This is an optimization exercise on Yosys and OpenROAD, whose aim is small area, a short achievable clock period and few clock cycles, not a production implementation.
In this exercise RTL edits were held to simulation tests only and were not proved equivalent to the original.
No activity file was given, so power comes from the tool's default toggle rates.

--- flow/design.v ---
`timescale 1ns/10ps
module  CONV(
	input			clk, 
	input			reset, 
	output reg		busy,	
	input			ready,				
	output reg[11:0]	iaddr,
	input signed[19:0]		idata,	
	output reg 	 	cwr,
	output reg[11:0] 	caddr_wr,
	output reg[19:0] 	cdata_wr,	
	output reg	 	crd,
	output reg[11:0]	caddr_rd,
	input	[19:0]		cdata_rd,
	output reg[2:0] 	csel
	);
reg [2:0]cur_state;
reg [2:0]nx_state;
reg [2:0]pre_state;
reg [2:0]mem_cur_state;
reg [2:0]mem_nx_state;
reg signed[39:0] conv_data0;
reg signed[39:0] conv_data1;
reg [5:0]x;
reg [5:0]y;
reg signed[19:0]conv_check;
reg [3:0]ary;
reg signed[39:0]k0;
reg signed[39:0]k1;
reg [3:0]mcount;
reg signed[19:0]max0;
reg signed[19:0]max1;
reg signed[19:0]kernel0;
reg signed[19:0]kernel1;
wire signed[19:0]conv_out0;
wire signed[19:0]conv_out1;
wire signed[39:0]bias00;
wire signed[39:0]bias11;
parameter STATE_IDLE = 3'd0;
parameter STATE_conv = 3'd1;
parameter STATE_l0mem = 3'd2;
parameter STATE_l1mem = 3'd3;
parameter STATE_l2mem = 3'd4;
parameter STATE_maxp = 3'd5;
parameter STATE_finish = 3'd6;
parameter STATE_mem_IDLE = 3'd0;
parameter STATE_l0mem0 = 3'd1;
parameter STATE_l0mem1 = 3'd2;
parameter STATE_l1mem0 = 3'd3;
parameter STATE_l1mem1 = 3'd4;
parameter STATE_l2mem0 = 3'd5;
parameter STATE_l2mem0_1 = 3'd6;
parameter bias0 = 20'h01310;
parameter bias1 = 20'hF7295;
parameter kernel0_0 = 20'h0A89E;
parameter kernel0_1 = 20'h092D5;
parameter kernel0_2 = 20'h06D43;
parameter kernel0_3 = 20'h01004;
parameter kernel0_4 = 20'hF8F71;
parameter kernel0_5 = 20'hF6E54;
parameter kernel0_6 = 20'hFA6D7;
parameter kernel0_7 = 20'hFC834;
parameter kernel0_8 = 20'hFAC19;
parameter kernel1_0 = 20'hFDB55;
parameter kernel1_1 = 20'h02992;
parameter kernel1_2 = 20'hFC994;
parameter kernel1_3 = 20'h050FD;
parameter kernel1_4 = 20'h02F20;
parameter kernel1_5 = 20'h0202D;
parameter kernel1_6 = 20'h03BD7;
parameter kernel1_7 = 20'hFD369;
parameter kernel1_8 = 20'h05E68;
always @(posedge clk or posedge reset)begin
    if(reset)begin
        cur_state <= STATE_IDLE;
    end
    else begin
        cur_state <= nx_state;
    end
end
always @(*)begin
    nx_state = STATE_IDLE;
    case(cur_state)
    STATE_IDLE: nx_state = (ready)? STATE_IDLE : STATE_conv;
    STATE_conv: nx_state = (ary == 11)? STATE_l0mem : STATE_conv;
    STATE_l0mem: begin
        if(mem_cur_state == STATE_l0mem1)begin
            if(x == 63 && y == 63) begin
                nx_state = STATE_maxp;
            end
            else begin
                nx_state = STATE_conv;
            end
        end
        else begin
            nx_state = STATE_l0mem;
        end
    end
    STATE_l1mem: nx_state = (mem_cur_state == STATE_l1mem1)? STATE_l2mem : STATE_l1mem;
    STATE_l2mem: begin
        if(mem_cur_state == STATE_l2mem0_1)begin
            if(x == 62 && y == 62)begin
                nx_state = STATE_finish;
            end
            else begin
                nx_state = STATE_maxp;
            end
        end
        else begin
            nx_state = STATE_l2mem;
        end
    end
    STATE_maxp: nx_state = (mcount == 8)? STATE_l1mem : STATE_maxp;
    STATE_finish: nx_state = STATE_finish;
    endcase
end
always @(posedge clk or posedge reset) begin
    if(reset)begin
        pre_state <= STATE_IDLE;
    end
    else if(cur_state != nx_state)begin
        pre_state <= cur_state;
    end
    else begin
        pre_state <= pre_state;
    end
end
always @(posedge clk or posedge reset)begin
    if(reset)begin
        mem_cur_state <= STATE_IDLE;
    end
    else begin
        mem_cur_state <= mem_nx_state;
    end
end
always @(*)begin
    case(cur_state)
    STATE_l0mem: mem_nx_state = (mem_cur_state == STATE_l0mem0)? STATE_l0mem1 : STATE_l0mem0;
    STATE_l1mem: mem_nx_state = (mem_cur_state == STATE_l1mem1)? STATE_l2mem0 : STATE_l1mem1;
    STATE_l2mem: mem_nx_state = (mem_cur_state == STATE_l2mem0)? STATE_l2mem0_1 : STATE_l0mem0;
    STATE_maxp: begin
        if(mcount == 8)begin
            mem_nx_state = STATE_l1mem0;
        end
        else begin
            mem_nx_state = (mem_cur_state == STATE_l0mem1)? STATE_l0mem0 : STATE_l0mem1;
        end
    end
    default mem_nx_state = STATE_mem_IDLE;
    endcase
end
always @(posedge clk or posedge reset)begin
    if(reset)begin
        busy <= 0;
    end
    else if(cur_state == STATE_IDLE)begin
        busy <= 1;
    end
    else if(cur_state == STATE_finish)begin
        busy <= 0;
    end
    else begin
        busy <= busy;
    end 
end 
always @(*)begin
    case(cur_state)
        STATE_l0mem: csel = (mem_cur_state == STATE_l0mem1)? 3'b010 : 3'b001;
        STATE_l1mem: csel = (mem_cur_state == STATE_l1mem1)? 3'b100 : 3'b011;
        STATE_l2mem: csel = 3'b101;
        STATE_maxp: csel = (mem_cur_state == STATE_l0mem0)? 3'b001 : 3'b010;
        default: csel = 3'b000;
    endcase
end
always @(*)begin
    if(cur_state == STATE_maxp)begin
        case (mcount)
        0: caddr_rd = 64 * y + x;
        1: caddr_rd = 64 * y + x;
        2: caddr_rd = 64 * y + x + 1;
        3: caddr_rd = 64 * y + x + 1;
        4: caddr_rd = 64 * y + x + 64;
        5: caddr_rd = 64 * y + x + 64;
        6: caddr_rd = 64 * y + x + 65;
        7: caddr_rd = 64 * y + x + 65;
        default: caddr_rd = 0;
        endcase
    end
    else begin
        caddr_rd = 0;
    end
end
always @(*)begin
    case(cur_state)
    STATE_l0mem: caddr_wr = y * 64 + x;
    STATE_l1mem: caddr_wr = y * 16 + x / 2; 
    STATE_l2mem: caddr_wr = (mem_cur_state == STATE_l2mem0)? y * 32 + x : y * 32 + x + 1;
    default: caddr_wr = 0;
    endcase
end
always @(posedge clk or posedge reset)begin
    if(reset)begin
        cdata_wr <= 'd0;
    end
    else if(cur_state == STATE_l0mem)begin
        if(mem_cur_state == STATE_l0mem0)begin
            cdata_wr <= (conv_out1 > 0)? conv_out1 : 'd0;
        end
        else begin
            cdata_wr <= (conv_out0 > 0)? conv_out0 : 'd0;
        end
    end
    else if(mcount == 8)begin
        cdata_wr <= max0;
    end
    else if(cur_state == STATE_l1mem)begin
        cdata_wr <= (mem_cur_state == STATE_l1mem0)? max1 : max0;
    end
    else if(cur_state == STATE_l2mem)begin
        cdata_wr <= (mem_cur_state == STATE_l2mem0)? max1 : 'd0;
    end
    else begin
        cdata_wr <= 'd0;
    end
end
always @(*) begin
    if(cur_state == STATE_maxp)begin
        crd = 1;
    end
    else begin
        crd = 0;
    end
end
always @(*) begin
    if(cur_state == STATE_l1mem || cur_state == STATE_l2mem)begin
        cwr = 1;
    end
    else if(mem_cur_state != STATE_mem_IDLE && cur_state == STATE_l0mem)begin
        cwr = 1;
    end
    else begin
        cwr = 0;
    end
end
always @(posedge clk or posedge reset)begin
    if(reset)begin
        conv_data0 <= 'd0;
    end
    else if(cur_state == STATE_conv)begin
        if(ary == 0)begin
            conv_data0 <= 'd0;
        end
        else if(2 < ary && ary < 12)begin
            conv_data0 <= conv_data0 + k0;
        end
        else begin
            conv_data0 <= conv_data0;
        end
    end
    else begin
        conv_data0 <= conv_data0;
    end
end
always @(posedge clk or posedge reset)begin
    if(reset)begin
        conv_data1 <= 'd0;
    end
    else if(cur_state == STATE_conv)begin
        if(ary == 0)begin
            conv_data1 <= 'd0;
        end
        else if(2 < ary && ary < 12)begin
            conv_data1 <= conv_data1 + k1;
        end
        else begin
            conv_data1 <= conv_data1;
        end
    end
    else begin
        conv_data1 <= conv_data1;
    end
end
always @(posedge clk or posedge reset) begin
    if(reset)begin
        ary <= 0;
    end
    else if(cur_state == STATE_conv)begin
        if(ary == 12)begin
            ary <= 0;
        end
        else begin
            ary <= ary + 1;
        end
    end
    else begin
        ary <= ary;
    end
end
always @(posedge clk or posedge reset) begin
    if(reset)begin
        iaddr <= 0;
    end
    else if(cur_state == STATE_conv)begin
        case (ary)
            0: iaddr <= (x == 0 || y == 0)? iaddr : ((y - 1) * 64 + x - 1);
            1: iaddr <= (y == 0)? iaddr : ((y - 1) * 64 + x);
            2: iaddr <= (x == 63 || y == 0)? iaddr : ((y - 1) * 64 + x + 1);
            3: iaddr <= (x == 0)? iaddr : (y * 64 + x - 1);
            4: iaddr <= (y * 64 + x);
            5: iaddr <= (x == 63)? iaddr : (y * 64 + x + 1);
            6: iaddr <= (x == 0 || y == 63)? iaddr : ((y + 1) * 64 + x - 1);
            7: iaddr <= (y == 63)? iaddr : ((y + 1) * 64 + x);
            8: iaddr <= (x == 63 || y == 63)? iaddr : ((y + 1) * 64 + x + 1);
            default: iaddr <= iaddr;
        endcase
    end
    else begin
        iaddr <= 0;
    end
end
always @(posedge clk or posedge reset) begin
    if(reset)begin
        conv_check <= 0;
    end
    else if(cur_state == STATE_conv)begin
            case (ary)
                1: conv_check <= (x == 0 || y == 0)? 0 : idata;
                2: conv_check <= (y == 0)? 0 : idata;
                3: conv_check <= (x == 63 || y == 0)? 0 : idata;
                4: conv_check <= (x == 0)? 0 : idata;
                5: conv_check <= idata;
                6: conv_check <= (x == 63)? 0 : idata;
                7: conv_check <= (x == 0 || y == 63)? 0 : idata;
                8: conv_check <= (y == 63)? 0 : idata;
                9: conv_check <= (x == 63 || y == 63)? 0 : idata;
                default: conv_check <= conv_check;
            endcase
    end
    else begin
        conv_check <= 0;
    end
end
always @(posedge clk or posedge reset) begin
    if(reset)begin
        k0 <= 'd0;
    end
    else if(cur_state == STATE_conv)begin
        if(1 < ary && ary < 11)begin
            k0 <= conv_check * kernel0;
        end
        else begin
            k0 <= 'd0;
        end
    end
    else begin
        k0 <= 'd0;
    end
end
always @(posedge clk or posedge reset) begin
    if(reset)begin
        k1 <= 'd0;
    end
    else if(cur_state == STATE_conv)begin
        if(1 < ary && ary < 11)begin
            k1 <= conv_check * kernel1;
        end
        else begin
            k1 <= 'd0;
        end
    end
    else begin
        k1 <= 'd0;
    end
end
always @(posedge clk or posedge reset) begin
    if(reset)begin
        kernel0 <= 'd0;
    end
    else if(cur_state == STATE_conv)begin
        case (ary)
            1: kernel0 <= (kernel0_0);
            2: kernel0 <= (kernel0_1);
            3: kernel0 <= (kernel0_2);
            4: kernel0 <= (kernel0_3);
            5: kernel0 <= (kernel0_4);
            6: kernel0 <= (kernel0_5);
            7: kernel0 <= (kernel0_6);
            8: kernel0 <= (kernel0_7);
            9: kernel0 <= (kernel0_8);
            default: kernel0 <= 'd0;
        endcase
    end
    else begin
        kernel0 <= 'd0;
    end
end
always @(posedge clk or posedge reset) begin
    if(reset)begin
        kernel1 <= 'd0;
    end
    else if(cur_state == STATE_conv)begin
        case (ary)
            1: kernel1 <= (kernel1_0);
            2: kernel1 <= (kernel1_1);
            3: kernel1 <= (kernel1_2);
            4: kernel1 <= (kernel1_3);
            5: kernel1 <= (kernel1_4);
            6: kernel1 <= (kernel1_5);
            7: kernel1 <= (kernel1_6);
            8: kernel1 <= (kernel1_7);
            9: kernel1 <= (kernel1_8);
            default: kernel1 <= 'd0;
        endcase
    end
    else begin
        kernel1 <= 'd0;
    end
end
assign bias00 = conv_data0 + {4'b0,bias0,16'b0};
assign bias11 = conv_data1 + {4'b0,bias1,16'b0};
assign conv_out0 = ( bias00[15] )? bias00[35:16] + 1: bias00[35:16];
assign conv_out1 = ( bias11[15] )? bias11[35:16] + 1: bias11[35:16];
always @(posedge clk or posedge reset) begin
    if(reset)begin
        mcount <= 0;
    end
    else if(cur_state == STATE_maxp)begin
        mcount <= mcount + 1;
    end
    else if(mem_cur_state == STATE_l2mem0_1)begin
        mcount <= 0;
    end
    else begin
        mcount <= mcount;
    end
end
always @(posedge clk or posedge reset)begin
    if(reset)begin
        max0 <= 'd0;
    end
    else if(cur_state == STATE_maxp)begin
        if(max0 < cdata_rd && mem_cur_state == STATE_l0mem0 && mcount != 8)begin
            max0 <= cdata_rd;
        end
        else begin
            max0 <= max0;
        end
    end
    else if(mem_cur_state == STATE_l2mem0)begin
        max0 <= 'd0;
    end
    else begin
        max0 <= max0;
    end
end
always @(posedge clk or posedge reset)begin
    if(reset)begin
        max1 <= 'd0;
    end
    else if(cur_state == STATE_maxp)begin
        if(!mcount)begin
            max1 <= 0;
        end
        else if(max1 < cdata_rd && mem_cur_state == STATE_l0mem1)begin
            max1 <= cdata_rd;
        end
        else begin
            max1 <= max1;
        end
    end
    else begin
        max1 <= max1;
    end
end
always @(posedge clk or posedge reset)begin
    if(reset)begin
        x <= 0;
    end
    else if(cur_state == STATE_maxp && pre_state == STATE_l0mem)begin
        x <= 0;
    end
    else if(mem_cur_state == STATE_l2mem0_1)begin
        if(x == 62)begin
            x <= 0;
        end
        else begin
            x <= x + 2;
        end
    end
    else if(pre_state == STATE_conv && mem_cur_state == STATE_l0mem1)begin
        if(x == 63)begin
            x <= 0;
        end
        else begin
            x <= x + 1;
        end
    end 
    else begin
        x <= x;
    end
end
always @(posedge clk or posedge reset)begin
    if(reset)begin
        y <= 0;
    end
    else if(cur_state == STATE_maxp && pre_state == STATE_l0mem)begin
        y <= 0;
    end
    else if(mem_cur_state == STATE_l2mem0_1)begin
        if(x == 62)begin
            y <= y + 2;
        end
        else begin
            y <= y;
        end
    end
    else if(pre_state == STATE_conv && mem_cur_state == STATE_l0mem1)begin
        if(x == 63)begin
            if(y == 63)begin
                y <= 0;
            end
            else begin
                y <= y + 1;
            end
        end
        else begin
            y <= y;
        end
    end
    else begin
        y <= y;
    end
end
endmodule
--- flow/run.sh ---
#!/bin/bash
# synth_recipe.tcl (not shown) runs the flow's synth.tcl, then flattens the netlist and writes it again
# the make line also repeats each setting of config.mk as NAME=value (left out here)
make -C /OpenROAD-flow-scripts/flow DESIGN_CONFIG=/design/flow/config.mk WORK_HOME=/design/flow/orfs CLKGATE_MAP_FILE= SYNTH_SCRIPT=/design/flow/synth_recipe.tcl finish
--- flow/config.mk ---
export PLATFORM = sky130hd
export DESIGN_NAME = CONV
export DESIGN_NICKNAME = CONV
export VERILOG_FILES = /design/flow/design.v
export SDC_FILE = /design/flow/constraint.sdc
export NUM_CORES = 4
export LEC_CHECK = 0
export CAP_MARGIN = 20
export CORE_MARGIN = 2
export CORE_UTILIZATION = 40
export SLEW_MARGIN = 20
--- flow/constraint.sdc ---
create_clock -name core_clock -period 9.0 [get_ports {clk}]
set_input_delay 1.8000 -clock core_clock [delete_from_list [all_inputs] [get_ports {clk}]]
set_output_delay 1.8000 -clock core_clock [all_outputs]
set_load 0.01 [all_outputs]
==> flow_metrics.py <==
metrics = {
    "pwr": {
        "combPwrFrac_pct": 2.9,
        "power_frac_seq_pct": 44.4,
        "p_int_mw": 2.28,
        "clkPwrFrac_pct": 52.7,
        "p_leak_nw": 25.8,
        "switching_power_uw": 750,
        "power_mw": 3.03,
        "power_density_mw_per_mm2": 59.7,
        "swShare_pct": 24.7,
        "peakVddDrop_mv": 0.106,
    },
    "clocking": {
        "htree_levels": 2,
        "postCtsHoldBufs": 0,
        "post_cts_buffers": 0,
        "clock_sinks": 297,
        "cts_buffer_depth": 3,
        "cts_resized": 0,
        "clk_latency_ns": 0.61,
        "path_clk_slew_ns": 0.06,
        "cts_tree": "done",
        "cts-root-buf": "clkbuf_16",
        "cts_buffers": 39,
    },
    "synthesis": {
        "synth_edf_count": 0,
        "synth_seq_area_share_pct": 15.8,
        "synth_cell_types": 89,
        "ys_warn_count": 1,
        "postSynthCellCount": 5249,
        "synth_top_area_share_pct": 32.4,
        "ys_top_cells_by_area": "fa_1, dfrtp_1, ha_1, inv_1, nand2_1",
        "synth.net_count": 6402,
        "synth_area_sq_mm": 0.0469,
        "synthArstFlopShare_pct": 100,
        "synth-seq-cells": 297,
        "syn_avg_cell_area_sq_um": 8.94,
        "synth.largest_area_cell": "fa_1",
        "synth-main-ff-cell": "dfrtp_1",
    },
    "timing": {
        "fin_setup_tns_ns": 0,
        "maxSlewHeadroom_pct": 26.5,
        "rsz0062_at_grt": "false",
        "slew_viol_final": 0,
        "whs_ns": 0.487,
        "worstMarginPinSlew_ns": 1.10,
        "fin_skew_ns": 0.0339,
        "min_period_ns": 8.12,
        "final.period_utilization_pct": 90.2,
        "hold_viol": 0,
        "clock.fmax_mhz": 123,
        "setup-violations-final": 0,
    },
    "floorplanning": {
        "die_x_um": 347,
        "start_util_pct": 40.4,
        "row_count": 125,
        "dieArea_sq_mm": 0.120,
        "die_h_um": 347,
        "ios": 105,
        "fp.coreArea_sq_mm": 0.116,
    },
    "route": {
        "via_count": 35500,
        "via_per_inst": 5.26,
        "wire_per_inst_um": 18.8,
        "totalWireLength_um": 127000,
        "drcViolationCount": 0,
        "dr.pass1.iters": 6,
        "postRouteAntennaNets": 0,
        "drt-initial-drc-count": 2668,
    },
    "critical_path": {
        "r2r_end": "k0[34]$_DFF_PP0_",
        "critPathMaxStageDelay_ns": 0.91,
        "slowest_stage": "dfrtp_1",
        "cp-endpoint": "k0[34]$_DFF_PP0_",
        "worstSetupStartpoint": "conv_check[11]$_DFFE_PP0P_",
        "cp_max_fo": 18,
        "cp_common_cell": "fa_1",
        "end_kind": "register",
        "reg2reg_from": "conv_check[11]$_DFFE_PP0P_",
        "path_buf_inv": 4,
        "path_class": "reg -> reg",
        "reg2regPathDepth": 24,
        "cp_top_family": "adder cells",
        "path_cells": "buf_4, nand2_1, fa_1, fa_1, fa_1, inv_1, fa_1, fa_1, fa_1, inv_1, fa_1, inv_1, ha_1, a21o_1, a21o_1, a21oi_1, nand3_1, nor3_1, a211oi_1, o31ai_1, o21ai_0, a311oi_1, xor2_1, nor2_1",
        "arrival_ns": 8.59,
        "worstSetupStartpointType": "register",
        "crit_required_ns": 9.47,
        "critical_path_depth": 24,
        "ff2ff_setup_slack_ns": 0.88,
    },
    "finish": {
        "fillers": 11400,
        "layout_common_cells": "inv_1, fa_1, nand2_1",
        "drive_gt1_share_pct": 3.27,
        "multi_input_area_sq_mm": 0.0350,
        "area_delta_synth_final_pct": 8.04,
        "layout.nets": 6355,
        "final_common_cell": "inv_1",
        "fin_cells": 6754,
        "ff_latch_area_sq_mm": 0.00743,
    },
    "grt": {
        "grt_pass1_vias": 36600,
        "grt_max_degree": 91,
        "grt_usage_pct": 21.6,
        "antenna_found_initial": 2,
        "grt_overflow": 0,
        "grt_pass1_wl_um": 206000,
    },
    "placed_design": {
        "dp_hpwl_um": 103000,
        "port-buffer-count": 104,
        "gp_congestion": 0.919,
        "dpl.cell_count": 6685,
    },
    "status": {
        "status": "no timing/DRC/antenna violations",
    },
    "worst_hold_path": {
        "hold_class": "reg -> reg",
    },
    "flow_run": {
        "maxCapViolations": 0,
    },
}
==> logic make-up (layout without fill, tap and decap cells) <==
kind of cell,count (synthesis),after routing,share of synthesized area [%]
and+or+nand+nor,1530,1530,15.7
muxes,31,31,0.680
DFF,297,297,15.8
xor gates and xnor gates,255,255,4.76
AOI/OAI and AO/OA,830,830,11.6
buffers and inverters,1196,1176,9.64
other,0,1,0
adders and majority gates,1110,1110,41.7
==> per-stage QoR <==
step                cell area [sq um]  setup slack, ns  utilization, %
CTS                             50700            0.999            43.6
global route                    50700            0.517            43.6
detailed placement              49400             1.03            42.5
finish                          50700            0.879            43.6
global placement                49400             1.17            42.5
floorplan                       46900             1.81               -
==> power by group through the flow <==
stage | Combinational (mW) | Clock [mW] | Sequential, mW
global route | 0.102 | 1.69 | 1.34
finish | 0.0885 | 1.60 | 1.34
CTS | 0.0915 | 1.64 | 1.34
detailed placement | 0.0911 | 0 | 1.37
floorplan | 0.0498 | 0 | 1.37
global placement | 0.0902 | 0 | 1.37
==> cell usage after synthesis (94+ instances only) <==
| cell | number |
|---|---|
| ha_1 | 350 |
| clkbuf_1 | 234 |
| nor2_1 | 246 |
| xor2_1 | 94 |
| xnor2_1 | 161 |
| dfrtp_1 | 297 |
| inv_1 | 938 |
| and2_1 | 356 |
| a21oi_1 | 217 |
| nand2_1 | 612 |
| o21ai_0 | 194 |
| fa_1 | 760 |
==> worst reg2reg max path: stages (launching register included) <==
cell and delay [ns]:
dfrtp_1 0.91, buf_4 0.41, nand2_1 0.12, fa_1 0.54, fa_1 0.51, fa_1 0.51, inv_1 0.05, fa_1 0.58
fa_1 0.44, fa_1 0.49, inv_1 0.05, fa_1 0.47, inv_1 0.04, ha_1 0.35, a21o_1 0.21, a21o_1 0.17
a21oi_1 0.28, nand3_1 0.12, nor3_1 0.28, a211oi_1 0.14, o31ai_1 0.45, o21ai_0 0.26, a311oi_1 0.36, xor2_1 0.18
nor2_1 0.05
==> layer usage <==
metal	part of all wire, %	up-vias	wire length [um]	global-route usage [%]
li1	-	16500	-	-
met1	45	17900	56900	30.2
met2	47	941	59700	35.4
met3	5.3	165	6700	2.69
met4	2.7	0	3390	5.43
met5	0	-	0	0
==> worst min path at each step <==
| stage | from | slack, ns | endpoint | cells after the start |
|---|---|---|---|---|
| finish | conv_data0[11]$_DFFE_PP0P_ | 0.49 | conv_data0[11]$_DFFE_PP0P_ | 2 |
| global route | iaddr[11]$_DFFE_PP0P_ | 0.52 | iaddr[11]$_DFFE_PP0P_ | 2 |
| CTS | conv_data1[0]$_DFFE_PP0P_ | 0.49 | conv_data1[0]$_DFFE_PP0P_ | 2 |
| detailed placement | conv_data1[4]$_DFFE_PP0P_ | 0.47 | conv_data1[4]$_DFFE_PP0P_ | 2 |
| global placement | conv_data1[2]$_DFFE_PP0P_ | 0.46 | conv_data1[2]$_DFFE_PP0P_ | 2 |
| floorplan | conv_data0[2]$_DFFE_PP0P_ | 0.45 | conv_data0[2]$_DFFE_PP0P_ | 2 |
==> registers in the layout (all words and copies together), names as in the netlist, 12 cells and up <==
signal,flops
max1,20
conv_data1,36
k0,36
kernel0,17
conv_data0,36
iaddr,12
k1,36
kernel1,14
conv_check,20
max0,20
cdata_wr,20
==> final cells by class <==
class	count	share of cell area (%)
multi-input combinational	3756	69.0
sequential	297	14.7
inverter	942	6.98
tap	1524	3.76
timing repair buffer	166	3.02
clock buffer	49	2.16
clock inverter	19	0.387
antenna	1	0.00494
Testbench counts, summed over its fixed seeds: cycles 946,200.

[re-timing with driven ports]
The flow's constraints put no driver on any port. The routed layout listed below was extracted and timed again, unchanged, in two steps.
Step 1: set_driving_cell puts a clkbuf_16 on clk and a buf_2 on each other input, an assumption about the parent block.
Step 2, shift: input delay + t, output delay - t, t = (earliest + latest rising clock arrival at the registers) / 2. This alone moves slack from input paths to output paths.
a / b / c = ideal ports / drivers / drivers and shift; a / b = the first two.
t, ns: 0.662
slack for setup (ns): 0.879 / 0.879 / 0.879
worst hold slack (ns): 0.487 / 0.487 / 0.487
worst setup path after step 2: register to register
worst slew at a driven data input, ns: 0.04
After both steps this run still meets setup and hold. For this run, drivers alone change the setup slack by 0.000 ns; drivers and shift together by 0.000 ns.
